Context: an optimization exercise on an open-source flow, tuned for small area. The choices shown serve that exercise and are no tape-out recipe.
Where RTL was checked, it was by simulation tests only, not by an equivalence proof against the original.
Power figures rest on the tool's default switching activity, not on a simulated workload.

==> v36: inputs <==
==> flow/design.v <==
module ax_debounce(
	input	clk,
	input	rst,
	input	button_in,
	output	clear
);
localparam [9:0] TERM = 10'h380;
reg DFF1, DFF2, out, a, b;
reg [9:0] q;
wire clr  = DFF1 ^ DFF2;
wire term = (q == TERM);
wire rise = term & DFF2 & ~out;
always @(posedge clk or posedge rst)
begin
	if (rst) begin
		DFF1 <= 1'b0;
		DFF2 <= 1'b0;
		q    <= 10'd0;
		out  <= 1'b1;
		a    <= 1'b0;
		b    <= 1'b0;
	end else begin
		DFF1 <= button_in;
		DFF2 <= DFF1;
		q    <= ~({q[8:0], q[9] ^ q[2]} | {10{clr}});
		if (term)
			out <= DFF2;
		a    <= b;
		b    <= rise | (b & ~a);
	end
end
assign clear = a & ~b;
endmodule
module shujuchuli(
	input clk,
	input rst,
	input clear,
	input en,
	input [7:0] sw,
	output reg [3:0] x,
	output beep
);
localparam [3:0] IDLE = 4'b0000;
localparam [3:0] C9 = 4'b1111;
localparam [3:0] C8 = 4'b1110;
localparam [3:0] C1 = 4'b1001;
localparam [3:0] Z0 = 4'b0010;
localparam [3:0] F0A = 4'b0100;
localparam [3:0] F0B = 4'b1000;
localparam [3:0] G0A = 4'b0001;
localparam [3:0] G0B = 4'b0011;
reg lk;
reg [3:0] f;
reg [3:0] name;
always @(*)
begin
	casez (sw)
		8'b???????1: name = 4'b1001;
		8'b??????10: name = 4'b1100;
		8'b?????100: name = 4'b0110;
		8'b????1000: name = 4'b1011;
		8'b???10000: name = 4'b0101;
		8'b??100000: name = 4'b1010;
		8'b?1000000: name = 4'b1101;
		default:     name = 4'b1110;
	endcase
end
wire adv = en | (f == Z0) | (f == F0A) | (f == G0A);
always @(posedge clk or posedge rst)
begin
	if (rst) begin
		lk <= 1'b0;
		f  <= IDLE;
		x  <= 4'b0011;
	end else begin
		x <= (clear & ~lk) ? 4'b1111 : f;
		if (clear) begin
			lk <= 1'b0;
			f  <= en ? C8 : C9;
		end else if (!lk) begin
			if (f == G0B) begin
				if (|sw) begin
					lk <= 1'b1;
					f  <= name;
				end
			end else if (adv)
				f <= {f[2:0], f[3] ^ f[0]};
		end
	end
end
assign beep = (f == F0B) | (f == G0A);
endmodule
module daojishi(
	input clk,
	input rst,
	output en
);
localparam [15:0] S_EN  = 16'ha2a8;
localparam [15:0] S_RST = 16'ha0a8;
localparam [15:0] MASK  = 16'hf6bf;
reg [15:0] p;
assign en = ((p & MASK) == (S_EN & MASK));
always @(posedge clk or posedge rst)
begin
	if (rst)
		p <= S_RST;
	else
		p <= {p[14:10], p[9] ^ en, p[8:0], p[15] ^ p[10] ^ p[8] ^ p[6]};
end
endmodule
module seg_decoder
(
	input [3:0] bin_data,
	output reg [6:0] seg_data
);
always @(*)
begin
	case (bin_data)
		4'b0000: seg_data = 7'b001_0000;  
		4'b0001: seg_data = 7'b100_0000;  
		4'b0010: seg_data = 7'b100_0000;  
		4'b0011: seg_data = 7'b100_0000;  
		4'b0100: seg_data = 7'b100_0000;  
		4'b0101: seg_data = 7'b001_0010;  
		4'b0110: seg_data = 7'b011_0000;  
		4'b1000: seg_data = 7'b100_0000;  
		4'b1001: seg_data = 7'b111_1001;  
		4'b1010: seg_data = 7'b000_0010;  
		4'b1011: seg_data = 7'b001_1001;  
		4'b1100: seg_data = 7'b010_0100;  
		4'b1101: seg_data = 7'b111_1000;  
		4'b1110: seg_data = 7'b000_0000;  
		4'b1111: seg_data = 7'b001_0000;  
		default: seg_data = 7'b000_0000;
	endcase
end
endmodule
module top(
input clk,
input rst,
input SW1,
input SW2,
input SW3,
input SW4,
input SW5,
input SW6,
input SW7,
input SW8,
input btn_start,
output [6:0] seg,
output [3:0] sel,
output beep
);
wire clear, en;
wire [3:0] x;
ax_debounce ax_debounce_m0(
	.clk(clk),
	.rst(rst),
	.button_in(btn_start),
	.clear(clear)
);
daojishi daojishi(
	.clk(clk),
	.rst(rst),
	.en(en)
);
shujuchuli shujuchuli(
	.clk(clk),
	.rst(rst),
	.clear(clear),
	.en(en),
	.sw({SW8, SW7, SW6, SW5, SW4, SW3, SW2, SW1}),
	.x(x),
	.beep(beep)
);
seg_decoder seg_decoder(
	.bin_data(x),
	.seg_data(seg)
);
assign sel = 4'b1110;
endmodule
==> flow/flow/run.sh <==
#!/bin/bash
# Standard ORFS layout (the standard.sh, standard synthesis unchanged) with
# two placement/CTS choices made explicit:
#  - port buffers use the smallest buffer, sky130_fd_sc_hd__buf_1, instead of
#    the cell buffer_ports picks on its own (every port still gets a buffer);
#  - the clock tree is built from clkbuf_4 without dummy balancing loads.
set -euo pipefail
export BUFFER_PORTS_ARGS="-buffer_cell sky130_fd_sc_hd__buf_1"
export RECOVER_POWER=100
export CTS_ARGS="-sink_clustering_enable -repair_clock_nets -dont_use_dummy_load -buf_list sky130_fd_sc_hd__clkbuf_4"
bash standard.sh > standard.log 2>&1
==> flow/standard.sh <==
#!/bin/bash
# synth_recipe.tcl (not shown) runs the flow's synth.tcl, then flattens the netlist and writes it again
# the make line also repeats each setting of config.mk as NAME=value (left out here)
make -C /OpenROAD-flow-scripts/flow DESIGN_CONFIG=/design/flow/config.mk WORK_HOME=/design/flow/orfs CLKGATE_MAP_FILE= SYNTH_SCRIPT=/design/flow/synth_recipe.tcl "${@:-finish}"
==> flow/config.mk <==
export PLATFORM = sky130hd
export DESIGN_NAME = top
export DESIGN_NICKNAME = top
export VERILOG_FILES = /design/flow/design.v
export SDC_FILE = /design/flow/constraint.sdc
export NUM_CORES = 4
export LEC_CHECK = 0
export CAP_MARGIN = 20
export CORE_MARGIN = 2
export CORE_UTILIZATION = 40
export SLEW_MARGIN = 20
==> flow/constraint.sdc <==
create_clock -name core_clock -period 10.0 [get_ports {clk}]
set_input_delay 2.0000 -clock core_clock [delete_from_list [all_inputs] [get_ports {clk}]]
set_output_delay 2.0000 -clock core_clock [all_outputs]
set_load 0.01 [all_outputs]
==> inputs of v22, as changes to v36 <==
==> flow/design.v (replaced) <==
module ax_debounce(
	input	clk,
	input	rst,
	input	button_in,
	output	clear
);
localparam [9:0] TERM = 10'h380;
reg DFF1, DFF2, out, a, b;
reg [9:0] q;
wire clr  = DFF1 ^ DFF2;
wire term = (q == TERM);
wire rise = term & DFF2 & ~out;
always @(posedge clk or posedge rst)
begin
	if (rst) begin
		DFF1 <= 1'b0;
		DFF2 <= 1'b0;
		q    <= 10'd0;
		out  <= 1'b1;
		a    <= 1'b0;
		b    <= 1'b0;
	end else begin
		DFF1 <= button_in;
		DFF2 <= DFF1;
		q    <= ~({q[8:0], q[9] ^ q[2]} | {10{clr}});
		if (term)
			out <= DFF2;
		a    <= b;
		b    <= rise | (b & ~a);
	end
end
assign clear = a & ~b;
endmodule
module shujuchuli(
	input clk,
	input rst,
	input clear,
	input en,
	input [7:0] sw,
	output reg [3:0] x,
	output beep
);
localparam [3:0] Z0 = 4'd0, IDLE = 4'd15, F0A = 4'd10, F0B = 4'd11,
	G0A = 4'd12, G0B = 4'd13;
reg lk;
reg [3:0] f;
reg [3:0] name;
always @(*)
begin
	casez (sw)
		8'b???????1: name = 4'd1;
		8'b??????10: name = 4'd2;
		8'b?????100: name = 4'd3;
		8'b????1000: name = 4'd4;
		8'b???10000: name = 4'd5;
		8'b??100000: name = 4'd6;
		8'b?1000000: name = 4'd7;
		default:     name = 4'd8;
	endcase
end
always @(posedge clk or posedge rst)
begin
	if (rst) begin
		lk <= 1'b0;
		f  <= IDLE;
		x  <= 4'd0;
	end else begin
		x <= (clear & ~lk) ? 4'd9 : f;
		if (clear) begin
			lk <= 1'b0;
			f  <= en ? 4'd8 : 4'd9;
		end else if (!lk) begin
			case (f)
			IDLE: f <= IDLE;
			Z0:   f <= F0A;
			F0A, F0B: f <= en ? G0A : F0B;
			G0A:  f <= G0B;
			G0B:  if (|sw) begin
					lk <= 1'b1;
					f  <= name;
				end
			4'd1: if (en) f <= Z0;
			default: if (en) f <= f - 4'd1;
			endcase
		end
	end
end
assign beep = (f == F0B) | (f == G0A);
endmodule
module daojishi(
	input clk,
	input rst,
	output en
);
localparam [15:0] S_EN = 16'h7c81;
localparam [15:0] S_RST = 16'hfc81;
reg [15:0] p;
assign en = (p == S_EN);
always @(posedge clk or posedge rst)
begin
	if (rst)
		p <= S_RST;
	else
		p <= {p[14:0], p[15] ^ p[11] ^ p[2] ^ p[0] ^ en};
end
endmodule
module seg_decoder
(
	input [3:0] bin_data,
	output reg [6:0] seg_data
);
always @(*)
begin
	case (bin_data)
		4'd0: seg_data = 7'b100_0000;
		4'd1: seg_data = 7'b111_1001;
		4'd2: seg_data = 7'b010_0100;
		4'd3: seg_data = 7'b011_0000;
		4'd4: seg_data = 7'b001_1001;
		4'd5: seg_data = 7'b001_0010;
		4'd6: seg_data = 7'b000_0010;
		4'd7: seg_data = 7'b111_1000;
		4'd8: seg_data = 7'b000_0000;
		4'd9: seg_data = 7'b001_0000;
		4'd15: seg_data = 7'b001_0000;
		default: seg_data = 7'b100_0000;
	endcase
end
endmodule
module top(
input clk,
input rst,
input SW1,
input SW2,
input SW3,
input SW4,
input SW5,
input SW6,
input SW7,
input SW8,
input btn_start,
output [6:0] seg,
output [3:0] sel,
output beep
);
wire clear, en;
wire [3:0] x;
ax_debounce ax_debounce_m0(
	.clk(clk),
	.rst(rst),
	.button_in(btn_start),
	.clear(clear)
);
daojishi daojishi(
	.clk(clk),
	.rst(rst),
	.en(en)
);
shujuchuli shujuchuli(
	.clk(clk),
	.rst(rst),
	.clear(clear),
	.en(en),
	.sw({SW8, SW7, SW6, SW5, SW4, SW3, SW2, SW1}),
	.x(x),
	.beep(beep)
);
seg_decoder seg_decoder(
	.bin_data(x),
	.seg_data(seg)
);
assign sel = 4'b1110;
endmodule
==> flow/run.sh (new file) <==
#!/bin/bash
# synth_recipe.tcl (not shown) runs the flow's synth.tcl, then flattens the netlist and writes it again
# the make line also repeats each setting of config.mk as NAME=value (left out here)
make -C /OpenROAD-flow-scripts/flow DESIGN_CONFIG=/design/flow/config.mk WORK_HOME=/design/flow/orfs CLKGATE_MAP_FILE= SYNTH_SCRIPT=/design/flow/synth_recipe.tcl finish
- CTS_BUF_LIST: default -> sky130_fd_sc_hd__clkbuf_8
- CTS_CLUSTER_DIAMETER: default -> 200
- CTS_CLUSTER_SIZE: default -> 50
removed: flow/flow/run.sh
removed: flow/standard.sh
==> inputs of v7, as changes to v36 <==
--- a/flow/design.v
+++ b/flow/design.v
@@ -96,9 +96,8 @@
 	output en
 );
-localparam [15:0] S_EN  = 16'ha2a8;
-localparam [15:0] S_RST = 16'ha0a8;
-localparam [15:0] MASK  = 16'hf6bf;
+localparam [15:0] S_EN = 16'h7c81;
+localparam [15:0] S_RST = 16'hfc81;
 reg [15:0] p;
-assign en = ((p & MASK) == (S_EN & MASK));
+assign en = (p == S_EN);
 always @(posedge clk or posedge rst)
 begin
@@ -106,5 +105,5 @@
 		p <= S_RST;
 	else
-		p <= {p[14:10], p[9] ^ en, p[8:0], p[15] ^ p[10] ^ p[8] ^ p[6]};
+		p <= {p[14:0], p[15] ^ p[11] ^ p[2] ^ p[0] ^ en};
 end
 endmodule
--- a/flow/flow/run.sh
+++ b/flow/flow/run.sh
@@ -7,5 +7,4 @@
 set -euo pipefail
 export BUFFER_PORTS_ARGS="-buffer_cell sky130_fd_sc_hd__buf_1"
-export RECOVER_POWER=100
 export CTS_ARGS="-sink_clustering_enable -repair_clock_nets -dont_use_dummy_load -buf_list sky130_fd_sc_hd__clkbuf_4"
 bash standard.sh > standard.log 2>&1
==> run summary <==
Post-synthesis instance area: v7 1689 um^2; v22 2003 um^2; v36 1768 um^2
Status: v7 no timing/DRC/antenna violations; v22 no timing/DRC/antenna violations; v36 complete, but fails checks
Reasons for failing layout checks: v7 -; v22 -; v36 capacitance limit, slew limit
CP arrival: v7 1770 ps; v22 2040 ps; v36 1820 ps
R2r startpoint: v7 daojishi.p[7]; v22 shujuchuli.f[1]; v36 daojishi.p[5]
Share of synthesized cell area in full adder, half adder and majority cells: v7 2.963%; v22 6.246%; v36 2.831%
Switching component of the power: v7 93.92 uW; v22 234.5 uW; v36 108.0 uW
Number of DRC violations after detailed-routing iteration 0: v7 71; v22 54; v36 32
Reported clock group power: v7 65.8 uW; v22 102 uW; v36 67.9 uW
Layout non-clock buf frac: v7 4.093%; v22 8.148%; v36 3.785%
Placed insts: v7 214; v22 271; v36 221
Global-route track usage on met2: v7 21.03%; v22 23.30%; v36 21.70%
Finished Core Util: v7 45.53%; v22 48.13%; v36 43.88%
Total number of placement rows: v7 23; v22 25; v36 24
Slew at the pin with the worst max-slew slack: v7 696.2 ps; v22 673.9 ps; v36 1972 ps
Met3 track demand over resource in global routing: v7 5.357%; v22 4.819%; v36 3.752%
Maximum fanout along the worst path: v7 5; v22 9; v36 5
Fraction of area in multi-input gates: v7 33.29%; v22 38.19%; v36 35.92%
R2R setup slack: v7 8100 ps; v22 7690 ps; v36 7960 ps
Worst clock skew on the final layout: v7 23.97 ps; v22 5.699 ps; v36 18.71 ps
Ratio of total power to cell area: v7 176.0 nW/um^2; v22 269.6 nW/um^2; v36 186.9 nW/um^2
Least setup slack across all paths after layout: v7 6226 ps; v22 5964 ps; v36 6176 ps
Insertion delay to the later sink of the worst-skew pair: v7 330 ps; v22 280 ps; v36 340 ps
Pre-CTS WS: v7 6553 ps; v22 6197 ps; v36 6559 ps
Function not checked in v36: the RTL went through the layout flow alone.

==> inputs of build 80 <==
Another version of the RTL of top (not shown whole).
==> flow/design.v (excerpt) <==
module top(
input clk,
input rst,
input SW1,
input SW2,
input SW3,
input SW4,
input SW5,
input SW6,
input SW7,
input SW8,
input btn_start,
output [6:0] seg,
output [3:0] sel,
output beep
);
==> module shujuchuli, before the edit <==
module shujuchuli(
	input clk,
	input rst,
	input clear,
	input en,
	input [7:0] sw,
	output reg [3:0] x,
	output beep
);
localparam [3:0] IDLE = 4'b1111;
localparam [3:0] C9 = 4'b0010;
localparam [3:0] C8 = 4'b1001;
localparam [3:0] C1 = 4'b0011;
localparam [3:0] Z0 = 4'b0001;
localparam [3:0] F0A = 4'b0000;
localparam [3:0] F0B = 4'b1000;
localparam [3:0] G0A = 4'b0100;
localparam [3:0] G0B = 4'b1010;
reg lk;
reg [3:0] f;
reg [3:0] name;
always @(*)
begin
	casez (sw)
		8'b???????1: name = 4'b0011;
		8'b??????10: name = 4'b0111;
		8'b?????100: name = 4'b1110;
		8'b????1000: name = 4'b1101;
		8'b???10000: name = 4'b1011;
		8'b??100000: name = 4'b0110;
		8'b?1000000: name = 4'b1100;
		default:     name = 4'b1001;
	endcase
end
wire adv = en | (f == Z0) | (f == F0A) | (f == G0A);
always @(posedge clk or posedge rst)
begin
	if (rst) begin
		lk <= 1'b0;
		f  <= IDLE;
		x  <= 4'b0001;
	end else begin
		x <= (clear & ~lk) ? 4'b0010 : f;
		if (clear) begin
			lk <= 1'b0;
			f  <= en ? C8 : C9;
		end else if (!lk) begin
			if (f == G0B) begin
				if (|sw) begin
					lk <= 1'b1;
					f  <= name;
				end
			end else if (adv)
				f <= {~(f[0] ^ f[3]), f[3:1]};
		end
	end
end
assign beep = (f == F0B) | (f == G0A);
endmodule
==> module daojishi, before the edit <==
module daojishi(
	input clk,
	input rst,
	output en
);
localparam [15:0] S_EN  = 16'h3fb2;
localparam [15:0] S_RST = 16'h3fba;
localparam [15:0] MASK  = 16'h9fbf;
reg [15:0] p;
assign en = ((p & MASK) == (S_EN & MASK));
always @(posedge clk or posedge rst)
begin
	if (rst)
		p <= S_RST;
	else
		p <= {p[14],
		      p[13],
		      p[12],
		      p[11],
		      p[10],
		      p[9],
		      p[8],
		      p[7],
		      p[6],
		      p[5],
		      p[4],
		      p[3] ^ en,
		      p[2],
		      p[1],
		      p[0],
		      (~(p[15] ^ p[6] ^ p[10] ^ p[13]))};
end
endmodule
==> module seg_decoder, before the edit <==
module seg_decoder
(
	input [3:0] bin_data,
	output reg [6:0] seg_data
);
always @(*)
begin
	case (bin_data)
		4'b0000: seg_data = 7'b100_0000;  
		4'b0001: seg_data = 7'b100_0000;  
		4'b0010: seg_data = 7'b001_0000;  
		4'b0011: seg_data = 7'b111_1001;  
		4'b0100: seg_data = 7'b100_0000;  
		4'b0110: seg_data = 7'b000_0010;  
		4'b0111: seg_data = 7'b010_0100;  
		4'b1000: seg_data = 7'b100_0000;  
		4'b1001: seg_data = 7'b000_0000;  
		4'b1010: seg_data = 7'b100_0000;  
		4'b1011: seg_data = 7'b001_0010;  
		4'b1100: seg_data = 7'b111_1000;  
		4'b1101: seg_data = 7'b001_1001;  
		4'b1110: seg_data = 7'b011_0000;  
		4'b1111: seg_data = 7'b001_0000;  
		default: seg_data = 7'b000_0000;
	endcase
end
endmodule
clock: 10.0 ns
lec_check: 0
cap_margin: 20
core_margin: 2
core_utilization: 40
slew_margin: 20
standard.sh (not shown) runs the stock make flow with config.mk's settings and CLKGATE_MAP_FILE= SYNTH_SCRIPT=/design/flow/synth_recipe.tcl, a recipe that flattens the netlist after the stock synthesis.
==> flow/flow/run.sh <==
#!/bin/bash
# Standard ORFS layout (the standard.sh, standard synthesis unchanged) with
# two placement/CTS choices made explicit:
#  - port buffers use the smallest buffer, sky130_fd_sc_hd__buf_1, instead of
#    the cell buffer_ports picks on its own (every port still gets a buffer);
#  - the clock tree is built from clkbuf_4 without dummy balancing loads.
set -euo pipefail
export BUFFER_PORTS_ARGS="-buffer_cell sky130_fd_sc_hd__buf_1"
export CTS_ARGS="-sink_clustering_enable -repair_clock_nets -dont_use_dummy_load -buf_list sky130_fd_sc_hd__clkbuf_4"
bash standard.sh > standard.log 2>&1
==> build 28: changes against build 80 <==
==> flow/design.v (replaced) <==
module ax_debounce(
	input	clk,
	input	rst,
	input	button_in,
	output	clear
);
localparam [9:0] TERM = 10'h380;
reg DFF1, DFF2, out, a, b;
reg [9:0] q;
wire clr  = DFF1 ^ DFF2;
wire term = (q == TERM);
wire rise = term & DFF2 & ~out;
always @(posedge clk or posedge rst)
begin
	if (rst) begin
		DFF1 <= 1'b0;
		DFF2 <= 1'b0;
		q    <= 10'd0;
		out  <= 1'b1;
		a    <= 1'b0;
		b    <= 1'b0;
	end else begin
		DFF1 <= button_in;
		DFF2 <= DFF1;
		q    <= ~({q[8:0], q[9] ^ q[2]} | {10{clr}});
		if (term)
			out <= DFF2;
		a    <= b;
		b    <= rise | (b & ~a);
	end
end
assign clear = a & ~b;
endmodule
module shujuchuli(
	input clk,
	input rst,
	input clear,
	input en,
	input [7:0] sw,
	output reg [3:0] x,
	output beep
);
localparam [3:0] Z0 = 4'd0, IDLE = 4'd15, F0A = 4'd10, F0B = 4'd11,
	G0A = 4'd12, G0B = 4'd13;
reg lk;
reg [3:0] f;
reg [3:0] name;
always @(*)
begin
	casez (sw)
		8'b???????1: name = 4'd1;
		8'b??????10: name = 4'd2;
		8'b?????100: name = 4'd3;
		8'b????1000: name = 4'd4;
		8'b???10000: name = 4'd5;
		8'b??100000: name = 4'd6;
		8'b?1000000: name = 4'd7;
		default:     name = 4'd8;
	endcase
end
always @(posedge clk or posedge rst)
begin
	if (rst) begin
		lk <= 1'b0;
		f  <= IDLE;
		x  <= 4'd0;
	end else begin
		x <= (clear & ~lk) ? 4'd9 : f;
		if (clear) begin
			lk <= 1'b0;
			f  <= en ? 4'd8 : 4'd9;
		end else if (!lk) begin
			case (f)
			IDLE: f <= IDLE;
			Z0:   f <= F0A;
			F0A, F0B: f <= en ? G0A : F0B;
			G0A:  f <= G0B;
			G0B:  if (|sw) begin
					lk <= 1'b1;
					f  <= name;
				end
			4'd1: if (en) f <= Z0;
			default: if (en) f <= f - 4'd1;
			endcase
		end
	end
end
assign beep = (f == F0B) | (f == G0A);
endmodule
module daojishi(
	input clk,
	input rst,
	output en
);
localparam [15:0] S_EN = 16'h7c81;
localparam [15:0] S_RST = 16'hfc81;
reg [15:0] p;
assign en = (p == S_EN);
always @(posedge clk or posedge rst)
begin
	if (rst)
		p <= S_RST;
	else
		p <= {p[14:0], p[15] ^ p[11] ^ p[2] ^ p[0] ^ en};
end
endmodule
module seg_decoder
(
	input [3:0] bin_data,
	output reg [6:0] seg_data
);
always @(*)
begin
	case (bin_data)
		4'd0: seg_data = 7'b100_0000;
		4'd1: seg_data = 7'b111_1001;
		4'd2: seg_data = 7'b010_0100;
		4'd3: seg_data = 7'b011_0000;
		4'd4: seg_data = 7'b001_1001;
		4'd5: seg_data = 7'b001_0010;
		4'd6: seg_data = 7'b000_0010;
		4'd7: seg_data = 7'b111_1000;
		4'd8: seg_data = 7'b000_0000;
		4'd9: seg_data = 7'b001_0000;
		4'd15: seg_data = 7'b001_0000;
		default: seg_data = 7'b100_0000;
	endcase
end
endmodule
module top(
input clk,
input rst,
input SW1,
input SW2,
input SW3,
input SW4,
input SW5,
input SW6,
input SW7,
input SW8,
input btn_start,
output [6:0] seg,
output [3:0] sel,
output beep
);
wire clear, en;
wire [3:0] x;
ax_debounce ax_debounce_m0(
	.clk(clk),
	.rst(rst),
	.button_in(btn_start),
	.clear(clear)
);
daojishi daojishi(
	.clk(clk),
	.rst(rst),
	.en(en)
);
shujuchuli shujuchuli(
	.clk(clk),
	.rst(rst),
	.clear(clear),
	.en(en),
	.sw({SW8, SW7, SW6, SW5, SW4, SW3, SW2, SW1}),
	.x(x),
	.beep(beep)
);
seg_decoder seg_decoder(
	.bin_data(x),
	.seg_data(seg)
);
assign sel = 4'b1110;
endmodule
==> build 50: changes against build 80 <==
==> flow/design.v (replaced) <==
module ax_debounce(
	input	clk,
	input	rst,
	input	button_in,
	output	clear
);
localparam [9:0] TERM = 10'h380;
reg DFF1, DFF2, out, a, b;
reg [9:0] q;
wire clr  = DFF1 ^ DFF2;
wire term = (q == TERM);
wire rise = term & DFF2 & ~out;
always @(posedge clk or posedge rst)
begin
	if (rst) begin
		DFF1 <= 1'b0;
		DFF2 <= 1'b0;
		q    <= 10'd0;
		out  <= 1'b1;
		a    <= 1'b0;
		b    <= 1'b0;
	end else begin
		DFF1 <= button_in;
		DFF2 <= DFF1;
		q    <= ~({q[8:0], q[9] ^ q[2]} | {10{clr}});
		if (term)
			out <= DFF2;
		a    <= b;
		b    <= rise | (b & ~a);
	end
end
assign clear = a & ~b;
endmodule
module shujuchuli(
	input clk,
	input rst,
	input clear,
	input en,
	input [7:0] sw,
	output reg [3:0] x,
	output beep
);
localparam [3:0] Z0 = 4'd0, IDLE = 4'd15, F0A = 4'd10, F0B = 4'd11,
	G0A = 4'd12, G0B = 4'd13;
reg lk;
reg [3:0] f;
reg [3:0] name;
always @(*)
begin
	casez (sw)
		8'b???????1: name = 4'd1;
		8'b??????10: name = 4'd2;
		8'b?????100: name = 4'd3;
		8'b????1000: name = 4'd4;
		8'b???10000: name = 4'd5;
		8'b??100000: name = 4'd6;
		8'b?1000000: name = 4'd7;
		default:     name = 4'd8;
	endcase
end
always @(posedge clk or posedge rst)
begin
	if (rst) begin
		lk <= 1'b0;
		f  <= IDLE;
		x  <= 4'd0;
	end else begin
		x <= (clear & ~lk) ? 4'd9 : f;
		if (clear) begin
			lk <= 1'b0;
			f  <= en ? 4'd8 : 4'd9;
		end else if (!lk) begin
			case (f)
			IDLE: f <= IDLE;
			Z0:   f <= F0A;
			F0A, F0B: f <= en ? G0A : F0B;
			G0A:  f <= G0B;
			G0B:  if (|sw) begin
					lk <= 1'b1;
					f  <= name;
				end
			4'd1: if (en) f <= Z0;
			default: if (en) f <= f - 4'd1;
			endcase
		end
	end
end
assign beep = (f == F0B) | (f == G0A);
endmodule
module daojishi(
	input clk,
	input rst,
	output en
);
localparam [15:0] S_EN = 16'h7c81;
localparam [15:0] S_RST = 16'hfc81;
reg [15:0] p;
assign en = (p == S_EN);
always @(posedge clk or posedge rst)
begin
	if (rst)
		p <= S_RST;
	else
		p <= {p[14:0], p[15] ^ p[11] ^ p[2] ^ p[0] ^ en};
end
endmodule
module seg_decoder
(
	input [3:0] bin_data,
	output reg [6:0] seg_data
);
always @(*)
begin
	case (bin_data)
		4'd0: seg_data = 7'b100_0000;
		4'd1: seg_data = 7'b111_1001;
		4'd2: seg_data = 7'b010_0100;
		4'd3: seg_data = 7'b011_0000;
		4'd4: seg_data = 7'b001_1001;
		4'd5: seg_data = 7'b001_0010;
		4'd6: seg_data = 7'b000_0010;
		4'd7: seg_data = 7'b111_1000;
		4'd8: seg_data = 7'b000_0000;
		4'd9: seg_data = 7'b001_0000;
		4'd15: seg_data = 7'b001_0000;
		default: seg_data = 7'b100_0000;
	endcase
end
endmodule
module top(
input clk,
input rst,
input SW1,
input SW2,
input SW3,
input SW4,
input SW5,
input SW6,
input SW7,
input SW8,
input btn_start,
output [6:0] seg,
output [3:0] sel,
output beep
);
wire clear, en;
wire [3:0] x;
ax_debounce ax_debounce_m0(
	.clk(clk),
	.rst(rst),
	.button_in(btn_start),
	.clear(clear)
);
daojishi daojishi(
	.clk(clk),
	.rst(rst),
	.en(en)
);
shujuchuli shujuchuli(
	.clk(clk),
	.rst(rst),
	.clear(clear),
	.en(en),
	.sw({SW8, SW7, SW6, SW5, SW4, SW3, SW2, SW1}),
	.x(x),
	.beep(beep)
);
seg_decoder seg_decoder(
	.bin_data(x),
	.seg_data(seg)
);
assign sel = 4'b1110;
endmodule
==> flow/run.sh (new file) <==
#!/bin/bash
# synth_recipe.tcl (not shown) runs the flow's synth.tcl, then flattens the netlist and writes it again
# the make line also repeats each setting of config.mk as NAME=value (left out here)
make -C /OpenROAD-flow-scripts/flow DESIGN_CONFIG=/design/flow/config.mk WORK_HOME=/design/flow/orfs CLKGATE_MAP_FILE= SYNTH_SCRIPT=/design/flow/synth_recipe.tcl finish
removed: flow/flow/run.sh
removed: flow/standard.sh
==> qor summary <==
item	build 50	build 80	build 28
Via-per-instance ratio	5.18	5.32	5.22
Met3 Track Usage GR	4.82%	5.17%	3.61%
Share of total power in sequential cells	38.3%	57.2%	43.0%
1st-iter DRT viols	54	33	32
Yosys cell types	51	39	51
Vias in the first global route	1401	1079	1241
Share of total power consumed by net switching	37.6%	33.4%	40.8%
Met1 routed wirelength after detailed routing	1680 um	1120 um	1810 um
Run status	finished clean	finished clean	finished clean
Reg-to-reg slack, setup	7690 ps	7400 ps	7670 ps
Post-Route Skew	5.35 ps	14.7 ps	6.04 ps
Synthesized area per cell	10.3 um2	11.5 um2	10.3 um2
Synth Area in XOR/XNOR	2.62%	3.26%	2.62%
Internal power contribution	0.389 mW	0.267 mW	0.328 mW
Number of placed instances, taps included	271	206	271
Highest ir drop seen on vdd	0.000143 V	0.000109 V	0.000148 V

==> afterwards: timing with drivers on the ports <==
The flow's constraints put no driver on any port. The routed layouts listed below were extracted and timed again, unchanged, in two steps. Step 1, drivers: a clkbuf_16 drives clk and a buf_2 each remaining input, both assumed. Step 2 moves the port delays by t, midway between the first and last clock arrival at a register: inputs arrive t later, outputs are due t later. That takes back most of the time a late clock gives input paths. Three values: no drivers, after step 1, after step 2; two values: the first two.
run | t, ns | slack for setup (ns) | worst register clock-pin slew, ns | pins driven straight from the clock port
v36 | 0.356 | 6.176 / 6.152 / 6.177 | 0.11 / 0.11 | 1
v22 | 0.305 | 5.964 / 5.938 / 6.183 | 0.07 / 0.07 | 1
v7 | 0.344 | 6.226 / 6.204 / 6.547 | 0.11 / 0.11 | 1
build 80 | 0.347 | 6.463 / 6.442 / 6.503 | 0.11 / 0.11 | 1
build 28 | 0.345 | 6.287 / 6.265 / 6.443 | 0.10 / 0.10 | 1
build 50 | 0.305 | 5.964 / 5.938 / 6.183 | 0.07 / 0.07 | 1
The worst setup slack also covers recovery checks on asynchronous resets.
